Context: an optimization exercise on an open-source flow, tuned for small area. The choices shown serve that exercise and are no tape-out recipe. Where RTL was checked, it was by simulation tests only, not by an equivalence proof against the original. No driver is modelled on the clock port, so clock power and skew are understated where the tree is cut down; a real chip needs a root buffer or a tree. No activity file was given, so power comes from the tool's default toggle rates.

==> build 71 <==
## rotary_combination_lock
module rotary_combination_lock(
    output wire LCD_E, LCD_RW, LCD_RS,
    output wire [3:0] SF_D,
    output wire [2:0] J1,
    input Clk,
    input Rst,
    input Center,
    input South,
    input wire rotA, rotB
);
    wire CenterSync, SouthSync;
    wire Right, Left;
    wire Locked;
    wire Tens;
    wire [3:0] Ones;
    synchronizer_nr syncA(CenterSync, Center, Clk);
    synchronizer_nr syncB(SouthSync, South, Clk);
    rotary_encoder_module U0(
         .Left(Left), .Right(Right), .Clk(Clk), .Rst(Rst),
         .rotA(rotA), .rotB(rotB));
    combination_lock_fsm U1(
         .state(J1), .Locked(Locked), .Right(Right), .Left(Left),
         .Tens(Tens), .Ones(Ones), .Center(CenterSync), .Clk(Clk),
         .South(SouthSync), .Rst(Rst));
    up_down_counter U2(
        .Tens(Tens), .Ones(Ones), .Up(Left), .Down(Right),
        .Clk(Clk), .South(South), .Rst(Rst));
    lcd_driver U3(Clk, Rst, South, Tens, Ones, Locked, SF_D, LCD_E,
        LCD_RS, LCD_RW);
endmodule
==> module lcd_driver, before the edit <==
module lcd_driver(clk, Rst, reset, Tens, Ones, Locked, SF_D, LCD_E,
	LCD_RS, LCD_RW);
input clk, Rst, reset;
input Tens;
input [3:0] Ones;
input Locked;
output reg [3:0] SF_D;
output LCD_E;
output reg LCD_RS;
output LCD_RW;
localparam [20:0] K20      = 21'h100002;
localparam [20:0] K60      = 21'h140008;
localparam [20:0] K2000    = 21'h04ad05;
localparam [20:0] K2200    = 21'h0f672f;
localparam [20:0] K5000    = 21'h1d4136;
localparam [20:0] K80000   = 21'h145731;
localparam [20:0] K205000  = 21'h0532fd;
localparam [20:0] K750000  = 21'h06848b;
reg [20:0] x;
reg E, s1, A, L;
reg [3:0] c;
assign LCD_E = E;
assign LCD_RW = 1'b0;
wire P = A & (~c[0] | c[3]);   
wire k24 = P & (c == 4'd0) & ~s1 & ~E;   
wire low = ~(|x[19:0]);
wire fire = low & ~x[20] & (P ? reset : ~reset);
wire fb = x[20] ^ x[1] ^ low;
reg [20:0] K;
always @(*) begin
	if (~E)
		K = k24 ? K2000 : K20;
	else if (~s1) begin
		if (P & (c == 4'd10)) K = K205000;
		else if (P & (c == 4'd11)) K = K2200;
		else K = K60;
	end else begin
		if (P & (c == 4'd10)) K = K5000;
		else if (P & (c == 4'd15)) K = K80000;
		else if (~A & (c == 4'd0)) K = K2000;
		else K = K2200;
	end
end
reg [3:0] N;
always @(*) begin
	N = 4'h0;
	if (P) begin
		if (~s1)
			case (c)
				4'd10: N = 4'h3;
				4'd11: N = 4'h3;
				4'd12: N = 4'h2;
				default: N = 4'h0;
			endcase
		else
			case (c)
				4'd10: N = 4'h3;
				4'd11: N = 4'h2;
				4'd12: N = 4'h8;
				4'd13: N = 4'h6;
				4'd14: N = 4'hf;
				4'd15: N = 4'h1;
				default: N = 4'h0;
			endcase
	end else if (A) begin
		N = s1 ? 4'h0 : (L ? 4'h8 : 4'hc);
	end else if (~L) begin
		N = s1 ? 4'h0 : 4'h2;
	end else if (~s1) begin
		case (c)
			4'd1: N = 4'h3;
			4'd2: N = 4'h3;
			4'd3: N = 4'h3;
			4'd6: N = Locked ? 4'h2 : 4'h5;
			4'd7: N = Locked ? 4'h2 : 4'h4;
			4'd8: N = 4'h4;
			4'd9: N = 4'h4;
			4'd10: N = 4'h4;
			4'd11: N = 4'h4;
			4'd12: N = 4'h4;
			4'd13: N = 4'h4;
			default: N = 4'h2;
		endcase
	end else begin
		case (c)
			4'd1: N = 4'he;
			4'd2: N = {3'b000, Tens};
			4'd3: N = Ones;
			4'd6: N = Locked ? 4'h0 : 4'h5;
			4'd7: N = Locked ? 4'h0 : 4'he;
			4'd8: N = 4'hc;
			4'd9: N = 4'hf;
			4'd10: N = 4'h3;
			4'd11: N = 4'hb;
			4'd12: N = 4'h5;
			4'd13: N = 4'h4;
			default: N = 4'h0;
		endcase
	end
end
wire grp = (s1 & E) | k24;
always @(posedge clk)
if (Rst) begin
	x <= K750000;
	E <= 1'b0;
	s1 <= 1'b0;
	c <= 4'd10;
	A <= 1'b1;
	L <= 1'b0;
	SF_D <= 4'd0;
	LCD_RS <= 1'b0;
end else if (fire) begin
	x <= K;
	SF_D <= E ? 4'd0 : N;
	if (~E & ~s1 & ~P)
		LCD_RS <= ~A;
	if (~k24)
		{s1, E} <= {s1, E} + 2'd1;
	if (grp) begin
		c <= (A & (c == 4'd1)) ? 4'd1 : c + 4'd1;
		if (c == 4'd0)
			L <= ~L;
		A <= A ? (c != 4'd1) : (c == 4'd0);
	end
end else begin
	x <= {x[19:0], fb};
end
endmodule
export LEC_CHECK = 0
export ABC_AREA = 1
export CAP_MARGIN = 0
export CORE_MARGIN = 2
export CORE_UTILIZATION = 40
export GPL_TIMING_DRIVEN = 0
export SLEW_MARGIN = 0
create_clock -name core_clock -period 10.0 [get_ports {Clk}]
standard.sh (not shown) runs the stock make flow with config.mk's settings and CLKGATE_MAP_FILE= SYNTH_SCRIPT=/design/flow/synth_recipe.tcl, a recipe that flattens the netlist after the stock synthesis.
==> flow/flow/run.sh <==
#!/bin/bash
# Own layout flow: the standard ORFS flow (standard.sh) with
#  - synthesis run once per area-oriented ABC script in flow/abc_*.script
#    (in parallel, each in its own ORFS work folder syn_N/), keeping the
#    smallest netlist; only the combinational mapping differs between them,
#  - no extra synthesis buffer on the constant output, minimum-size port
#    buffers,
#  - a small hand-built clock buffer stage in place of TritonCTS
#    (flow/manual_cts.tcl).
# Each run's output goes to syn_N/synth.log and flow_standard.log here, and
# to the ORFS logs under syn_N/orfs/logs and orfs/logs.
set -euo pipefail
W=$PWD
R=results/sky130hd/rotary_combination_lock/base
mkscripts() {
  rm -rf "$1"
  cp -r "$FLOW_HOME/scripts" "$1"
  cp "$W/flow/manual_cts.tcl" "$1/manual_cts.tcl"
  sed -i 's|^log_cmd clock_tree_synthesis {\*}\$cts_args|source $::env(SCRIPTS_DIR)/manual_cts.tcl|' "$1/cts.tcl"
  grep -q manual_cts.tcl "$1/cts.tcl"
}
i=0
for s in "$W"/flow/abc_*.script; do
  i=$((i + 1))
  d="$W/syn_$i"
  rm -rf "$d"; mkdir -p "$d"
  mkscripts "$d/scripts"
  cp "$s" "$d/scripts/abc_area.script"
  sed "s|WORK_HOME=[^ ]*|WORK_HOME=$d/orfs|" standard.sh > "$d/std.sh"
  ( bash "$d/std.sh" SCRIPTS_DIR="$d/scripts" ADDER_MAP_FILE= SYNTH_INSBUF=0 synth > "$d/synth.log" 2>&1 || true ) &
done
wait
best=""; besta=""
for d in "$W"/syn_*; do
  f="$d/orfs/reports/sky130hd/rotary_combination_lock/base/synth_stat.txt"
  [ -f "$d/orfs/$R/1_synth.odb" ] && [ -f "$f" ] || continue
  a=$(grep -i "chip area for module" "$f" | awk '{print $NF}')
  echo "$d $a" >> "$W/flow_synth_choice.log"
  if [ -z "$best" ] || awk "BEGIN{exit !($a < $besta)}"; then best=$d; besta=$a; fi
done
[ -n "$best" ]
echo "chosen: $best $besta" >> "$W/flow_synth_choice.log"
rm -rf "$W/orfs"
cp -a "$best/orfs" "$W/orfs"
mkscripts "$W/scripts_mod"
cp "$best/scripts/abc_area.script" "$W/scripts_mod/abc_area.script"
export MCTS_N=${MCTS_N:-3}
export MCTS_CELL=${MCTS_CELL:-sky130_fd_sc_hd__clkbuf_8}
bash standard.sh SCRIPTS_DIR="$W/scripts_mod" ADDER_MAP_FILE= SYNTH_INSBUF=0 \
  "BUFFER_PORTS_ARGS=-buffer_cell sky130_fd_sc_hd__buf_1" \
  finish > "$W/flow_standard.log" 2>&1
==> flow/flow/abc_1.script <==
strash
&get -n
&deepsyn -J 100
&put
dch -f
amap
==> flow/flow/abc_2.script <==
strash
&get -n
&deepsyn -J 100
&put
dc2
dch -f
amap
==> flow/flow/abc_3.script <==
strash
&get -n
&deepsyn -J 100 -S 7
&put
dch -f
amap
==> flow/flow/abc_4.script <==
strash
&get -n
&deepsyn -J 500
&put
dch -f
amap
Other scripts of this flow, unchanged in this note and not shown: flow/flow/manual_cts.tcl
==> trial 16: changes against build 71 <==
--- a/flow/design.v
+++ b/flow/design.v
@@ -148,4 +148,4 @@
 assign LCD_RW = 1'b0;
-wire P = A & (~c[0] | c[3]);   
-wire k24 = P & (c == 4'd0) & ~s1 & ~E;   
+wire P = A & (c[0] | ~c[3]);   
+wire k24 = P & (c == 4'd15) & ~s1 & ~E;   
 wire low = ~(|x[19:0]);
@@ -158,9 +158,9 @@
 	else if (~s1) begin
-		if (P & (c == 4'd10)) K = K205000;
-		else if (P & (c == 4'd11)) K = K2200;
+		if (P & (c == 4'd5)) K = K205000;
+		else if (P & (c == 4'd4)) K = K2200;
 		else K = K60;
 	end else begin
-		if (P & (c == 4'd10)) K = K5000;
-		else if (P & (c == 4'd15)) K = K80000;
-		else if (~A & (c == 4'd0)) K = K2000;
+		if (P & (c == 4'd5)) K = K5000;
+		else if (P & (c == 4'd0)) K = K80000;
+		else if (~A & (c == 4'd15)) K = K2000;
 		else K = K2200;
@@ -174,5 +174,5 @@
 			case (c)
-				4'd10: N = 4'h3;
-				4'd11: N = 4'h3;
-				4'd12: N = 4'h2;
+				4'd5: N = 4'h3;
+				4'd4: N = 4'h3;
+				4'd3: N = 4'h2;
 				default: N = 4'h0;
@@ -181,8 +181,8 @@
 			case (c)
-				4'd10: N = 4'h3;
-				4'd11: N = 4'h2;
-				4'd12: N = 4'h8;
-				4'd13: N = 4'h6;
-				4'd14: N = 4'hf;
-				4'd15: N = 4'h1;
+				4'd5: N = 4'h3;
+				4'd4: N = 4'h2;
+				4'd3: N = 4'h8;
+				4'd2: N = 4'h6;
+				4'd1: N = 4'hf;
+				4'd0: N = 4'h1;
 				default: N = 4'h0;
@@ -195,13 +195,13 @@
 		case (c)
-			4'd1: N = 4'h3;
-			4'd2: N = 4'h3;
-			4'd3: N = 4'h3;
-			4'd6: N = Locked ? 4'h2 : 4'h5;
-			4'd7: N = Locked ? 4'h2 : 4'h4;
-			4'd8: N = 4'h4;
-			4'd9: N = 4'h4;
-			4'd10: N = 4'h4;
-			4'd11: N = 4'h4;
-			4'd12: N = 4'h4;
-			4'd13: N = 4'h4;
+			4'd14: N = 4'h3;
+			4'd13: N = 4'h3;
+			4'd12: N = 4'h3;
+			4'd9: N = Locked ? 4'h2 : 4'h5;
+			4'd8: N = Locked ? 4'h2 : 4'h4;
+			4'd7: N = 4'h4;
+			4'd6: N = 4'h4;
+			4'd5: N = 4'h4;
+			4'd4: N = 4'h4;
+			4'd3: N = 4'h4;
+			4'd2: N = 4'h4;
 			default: N = 4'h2;
@@ -210,13 +210,13 @@
 		case (c)
-			4'd1: N = 4'he;
-			4'd2: N = {3'b000, Tens};
-			4'd3: N = Ones;
-			4'd6: N = Locked ? 4'h0 : 4'h5;
-			4'd7: N = Locked ? 4'h0 : 4'he;
-			4'd8: N = 4'hc;
-			4'd9: N = 4'hf;
-			4'd10: N = 4'h3;
-			4'd11: N = 4'hb;
-			4'd12: N = 4'h5;
-			4'd13: N = 4'h4;
+			4'd14: N = 4'he;
+			4'd13: N = {3'b000, Tens};
+			4'd12: N = Ones;
+			4'd9: N = Locked ? 4'h0 : 4'h5;
+			4'd8: N = Locked ? 4'h0 : 4'he;
+			4'd7: N = 4'hc;
+			4'd6: N = 4'hf;
+			4'd5: N = 4'h3;
+			4'd4: N = 4'hb;
+			4'd3: N = 4'h5;
+			4'd2: N = 4'h4;
 			default: N = 4'h0;
@@ -231,3 +231,3 @@
 	s1 <= 1'b0;
-	c <= 4'd10;
+	c <= 4'd5;
 	A <= 1'b1;
@@ -244,6 +244,6 @@
 	if (grp) begin
-		c <= (A & (c == 4'd1)) ? 4'd1 : c + 4'd1;
-		if (c == 4'd0)
+		c <= (A & (c == 4'd14)) ? 4'd14 : c - 4'd1;
+		if (c == 4'd15)
 			L <= ~L;
-		A <= A ? (c != 4'd1) : (c == 4'd0);
+		A <= A ? (c != 4'd14) : (c == 4'd15);
 	end
- CAP_MARGIN: 0 -> 10
- CORE_UTILIZATION: 40 -> 70
- SLEW_MARGIN: 0 -> 10
==> trial 95: changes against build 71 <==
--- a/flow/design.v
+++ b/flow/design.v
@@ -135,10 +135,10 @@
 output LCD_RW;
-localparam [20:0] K20      = 21'h100002;
-localparam [20:0] K60      = 21'h140008;
-localparam [20:0] K2000    = 21'h04ad05;
-localparam [20:0] K2200    = 21'h0f672f;
-localparam [20:0] K5000    = 21'h1d4136;
-localparam [20:0] K80000   = 21'h145731;
-localparam [20:0] K205000  = 21'h0532fd;
-localparam [20:0] K750000  = 21'h06848b;
+localparam [20:0] K20     = 21'h100002;
+localparam [20:0] K60     = 21'h140008;
+localparam [20:0] K2000   = 21'h04ad05;
+localparam [20:0] K2200   = 21'h0f672f;
+localparam [20:0] K5000   = 21'h1d4136;
+localparam [20:0] K80000  = 21'h145731;
+localparam [20:0] K205000 = 21'h0532fd;
+localparam [20:0] K750000 = 21'h06848b;
 reg [20:0] x;
@@ -148,4 +148,4 @@
 assign LCD_RW = 1'b0;
-wire P = A & (~c[0] | c[3]);   
-wire k24 = P & (c == 4'd0) & ~s1 & ~E;   
+wire P = A & c[3];                        
+wire k24 = P & (c == 4'd15) & ~s1 & ~E;   
 wire low = ~(|x[19:0]);
@@ -158,9 +158,9 @@
 	else if (~s1) begin
-		if (P & (c == 4'd10)) K = K205000;
-		else if (P & (c == 4'd11)) K = K2200;
+		if (P & (c == 4'd9)) K = K205000;
+		else if (P & (c == 4'd10)) K = K2200;
 		else K = K60;
 	end else begin
-		if (P & (c == 4'd10)) K = K5000;
-		else if (P & (c == 4'd15)) K = K80000;
-		else if (~A & (c == 4'd0)) K = K2000;
+		if (P & (c == 4'd9)) K = K5000;
+		else if (P & (c == 4'd14)) K = K80000;
+		else if (~A & (c == 4'd15)) K = K2000;
 		else K = K2200;
@@ -174,5 +174,4 @@
 			case (c)
-				4'd10: N = 4'h3;
-				4'd11: N = 4'h3;
-				4'd12: N = 4'h2;
+				4'd9, 4'd10: N = 4'h3;
+				4'd11: N = 4'h2;
 				default: N = 4'h0;
@@ -181,8 +180,8 @@
 			case (c)
-				4'd10: N = 4'h3;
-				4'd11: N = 4'h2;
-				4'd12: N = 4'h8;
-				4'd13: N = 4'h6;
-				4'd14: N = 4'hf;
-				4'd15: N = 4'h1;
+				4'd9: N = 4'h3;
+				4'd10: N = 4'h2;
+				4'd11: N = 4'h8;
+				4'd12: N = 4'h6;
+				4'd13: N = 4'hf;
+				4'd14: N = 4'h1;
 				default: N = 4'h0;
@@ -195,13 +194,6 @@
 		case (c)
-			4'd1: N = 4'h3;
-			4'd2: N = 4'h3;
-			4'd3: N = 4'h3;
-			4'd6: N = Locked ? 4'h2 : 4'h5;
-			4'd7: N = Locked ? 4'h2 : 4'h4;
-			4'd8: N = 4'h4;
-			4'd9: N = 4'h4;
-			4'd10: N = 4'h4;
-			4'd11: N = 4'h4;
-			4'd12: N = 4'h4;
-			4'd13: N = 4'h4;
+			4'd0, 4'd1, 4'd2: N = 4'h3;
+			4'd5: N = Locked ? 4'h2 : 4'h5;
+			4'd6: N = Locked ? 4'h2 : 4'h4;
+			4'd7, 4'd8, 4'd9, 4'd10, 4'd11, 4'd12: N = 4'h4;
 			default: N = 4'h2;
@@ -210,13 +202,13 @@
 		case (c)
-			4'd1: N = 4'he;
-			4'd2: N = {3'b000, Tens};
-			4'd3: N = Ones;
-			4'd6: N = Locked ? 4'h0 : 4'h5;
-			4'd7: N = Locked ? 4'h0 : 4'he;
-			4'd8: N = 4'hc;
-			4'd9: N = 4'hf;
-			4'd10: N = 4'h3;
-			4'd11: N = 4'hb;
-			4'd12: N = 4'h5;
-			4'd13: N = 4'h4;
+			4'd0: N = 4'he;
+			4'd1: N = {3'b000, Tens};
+			4'd2: N = Ones;
+			4'd5: N = Locked ? 4'h0 : 4'h5;
+			4'd6: N = Locked ? 4'h0 : 4'he;
+			4'd7: N = 4'hc;
+			4'd8: N = 4'hf;
+			4'd9: N = 4'h3;
+			4'd10: N = 4'hb;
+			4'd11: N = 4'h5;
+			4'd12: N = 4'h4;
 			default: N = 4'h0;
@@ -231,3 +223,3 @@
 	s1 <= 1'b0;
-	c <= 4'd10;
+	c <= 4'd9;
 	A <= 1'b1;
@@ -244,6 +236,6 @@
 	if (grp) begin
-		c <= (A & (c == 4'd1)) ? 4'd1 : c + 4'd1;
-		if (c == 4'd0)
+		c <= (A & (c == 4'd0)) ? 4'd0 : c + 4'd1;
+		if (c == 4'd15)
 			L <= ~L;
-		A <= A ? (c != 4'd1) : (c == 4'd0);
+		A <= A ? (c != 4'd0) : (c == 4'd15);
 	end
==> flow/flow/run.sh (replaced) <==
#!/bin/bash
# Own layout flow: the standard ORFS flow with
#  - an area-oriented ABC mapping script (flow/abc_area.script),
#  - minimum-size port buffers,
#  - a small hand-built clock buffer stage in place of TritonCTS
#    (flow/manual_cts.tcl).
# Tool output goes to flow_standard.log here and to the ORFS logs.
set -euo pipefail
W=$PWD
rm -rf "$W/scripts_mod"
cp -r "$FLOW_HOME/scripts" "$W/scripts_mod"
cp "$W/flow/abc_area.script" "$W/scripts_mod/abc_area.script"
cp "$W/flow/manual_cts.tcl" "$W/scripts_mod/manual_cts.tcl"
sed -i 's|^log_cmd clock_tree_synthesis {\*}\$cts_args|source $::env(SCRIPTS_DIR)/manual_cts.tcl|' "$W/scripts_mod/cts.tcl"
grep -q manual_cts.tcl "$W/scripts_mod/cts.tcl"
export MCTS_N=${MCTS_N:-3}
export MCTS_CELL=${MCTS_CELL:-sky130_fd_sc_hd__clkbuf_8}
bash standard.sh SCRIPTS_DIR="$W/scripts_mod" ADDER_MAP_FILE= \
  "BUFFER_PORTS_ARGS=-buffer_cell sky130_fd_sc_hd__buf_1" \
  finish > "$W/flow_standard.log" 2>&1
==> flow/flow/abc_area.script (new file) <==
strash
&get -n
&deepsyn -J 100
&put
dch -f
amap
- CAP_MARGIN: 0 -> 20
- GPL_TIMING_DRIVEN: 0 -> unset
- SLEW_MARGIN: 0 -> 20
removed: flow/flow/abc_1.script
removed: flow/flow/abc_2.script
removed: flow/flow/abc_3.script
removed: flow/flow/abc_4.script
==> build 9: changes against build 71 <==
--- a/flow/flow/run.sh
+++ b/flow/flow/run.sh
@@ -5,4 +5,3 @@
 #    smallest netlist; only the combinational mapping differs between them,
-#  - no extra synthesis buffer on the constant output, minimum-size port
-#    buffers,
+#  - minimum-size port buffers,
 #  - a small hand-built clock buffer stage in place of TritonCTS
@@ -29,3 +28,3 @@
   sed "s|WORK_HOME=[^ ]*|WORK_HOME=$d/orfs|" standard.sh > "$d/std.sh"
-  ( bash "$d/std.sh" SCRIPTS_DIR="$d/scripts" ADDER_MAP_FILE= SYNTH_INSBUF=0 synth > "$d/synth.log" 2>&1 || true ) &
+  ( bash "$d/std.sh" SCRIPTS_DIR="$d/scripts" ADDER_MAP_FILE= synth > "$d/synth.log" 2>&1 || true ) &
 done
@@ -48,3 +47,3 @@
 export MCTS_CELL=${MCTS_CELL:-sky130_fd_sc_hd__clkbuf_8}
-bash standard.sh SCRIPTS_DIR="$W/scripts_mod" ADDER_MAP_FILE= SYNTH_INSBUF=0 \
+bash standard.sh SCRIPTS_DIR="$W/scripts_mod" ADDER_MAP_FILE= \
   "BUFFER_PORTS_ARGS=-buffer_cell sky130_fd_sc_hd__buf_1" \
==> notes <==
Routed wire length, lowest first: build 71, build 9, trial 16, trial 95. In sequential power, trial 16 and build 71 hardly differ. Against trial 16, the combinational power of build 9 is lower by about 4%. Of trial 95 and build 71, build 71 has the higher hold slack (gap 0.0078 ns). Via count, highest first: trial 16, trial 95, build 9, build 71. Sequential cell count is the same in build 9 and trial 16. Setup slack, highest first: build 71, build 9, trial 95, trial 16. Against build 71, the clock power of trial 95 is larger by 3.8%.
==> figures <==
item                                                                                build 9                 trial 16                  trial 95                    build 71
Worst r2r src                                                           U3.x[12]$_SDFF_PP0_     U3.c[3]$_SDFFE_PP0P_      U3.c[3]$_SDFFE_PP1P_          U3.x[8]$_SDFF_PP0_
Vias after detailed routing                                                           1,994                    2,164                     2,058                       1,990
Final setup slack of the worst path                                                 5.10 ns                  4.28 ns                   4.70 ns                     5.16 ns
Met3 GRT Util                                                                        0.0101                   0.0336                    0.0135                      0.0113
Hold_ws                                                                            0.341 ns                 0.328 ns                  0.330 ns                    0.338 ns
Power per standard cell area                                                     135 nW/µm²               137 nW/µm²                134 nW/µm²                  134 nW/µm²
Combinational Power Share                                                             0.036                    0.038                     0.036                       0.035
Status                                                             timing/DRC/antenna clean  timing/DRC/antenna clean  timing/DRC/antenna clean    timing/DRC/antenna clean
Post-synthesis average cell area                                                   7.99 µm²                 7.85 µm²                  7.61 µm²                    8.00 µm²
GRT met1 Usage                                                                        0.236                    0.380                     0.230                       0.231
Wire length of the first global-routing pass                                        8360 µm                  8340 µm                   8810 µm                     8450 µm
Synthesized-area fraction occupied by ao, oa, aoi and oai cells                       0.177                    0.191                     0.165                       0.178
Pin count of the biggest net entering global routing                                     32                       31                        35                          32
Routed length per instance                                                          12.9 µm                  14.2 µm                   12.9 µm                     12.8 µm
Mapped cell area                                                                   2320 µm²                 2320 µm²                  2350 µm²                    2310 µm²
Wire length on met2                                                                 2160 µm                  2430 µm                   2410 µm                     2210 µm
Cell type of the slowest stage on the worst timing path          sky130_fd_sc_hd__a2111oi_1  sky130_fd_sc_hd__nor4_1  sky130_fd_sc_hd__o21ai_0  sky130_fd_sc_hd__a2111oi_1
Function not checked in trial 16: the RTL went through the layout flow alone. In every run of this note, the design's own scripts or RTL, not TritonCTS, make the clock network.

re-timing with driven ports:
The flow's constraints put no driver on any port. The routed layouts listed below were extracted and timed again, unchanged, in two steps.
Step 1 (the two cells are an assumption about what drives the block):
set clk [get_ports {Clk}]
set_driving_cell -lib_cell sky130_fd_sc_hd__clkbuf_16 $clk
set_driving_cell -lib_cell sky130_fd_sc_hd__buf_2 [delete_from_list [all_inputs] $clk]
Step 2 also shifts input and output timing later by t, the mid clock arrival at the registers, as if the neighbouring blocks saw the same clock.
a / b / c = ideal / step 1 / step 2; a / b = the first two.
| run | t (ns) | setup WS [ns] | clock arrival spread, ns | slew at the worst register clock pin (ns) | worst slew at a driven data input, ns |
|---|---|---|---|---|---|
| build 71 | 0.214 | 5.158 / 5.166 / 4.952 | 0.011 / 0.010 | 0.11 / 0.11 | 0.04 |
| trial 16 | 0.209 | 4.281 / 4.307 / 4.098 | 0.013 / 0.012 | 0.12 / 0.12 | 0.03 |
| trial 95 | 0.213 | 4.697 / 4.719 / 4.506 | 0.010 / 0.010 | 0.12 / 0.12 | 0.03 |
| build 9 | 0.213 | 5.105 / 5.122 / 4.908 | 0.015 / 0.015 | 0.12 / 0.12 | 0.03 |
After both steps setup and hold are still met in every run listed. The setup slack of build 71, which loses most, moves by +0.008 ns with the drivers and by -0.206 ns with both steps.
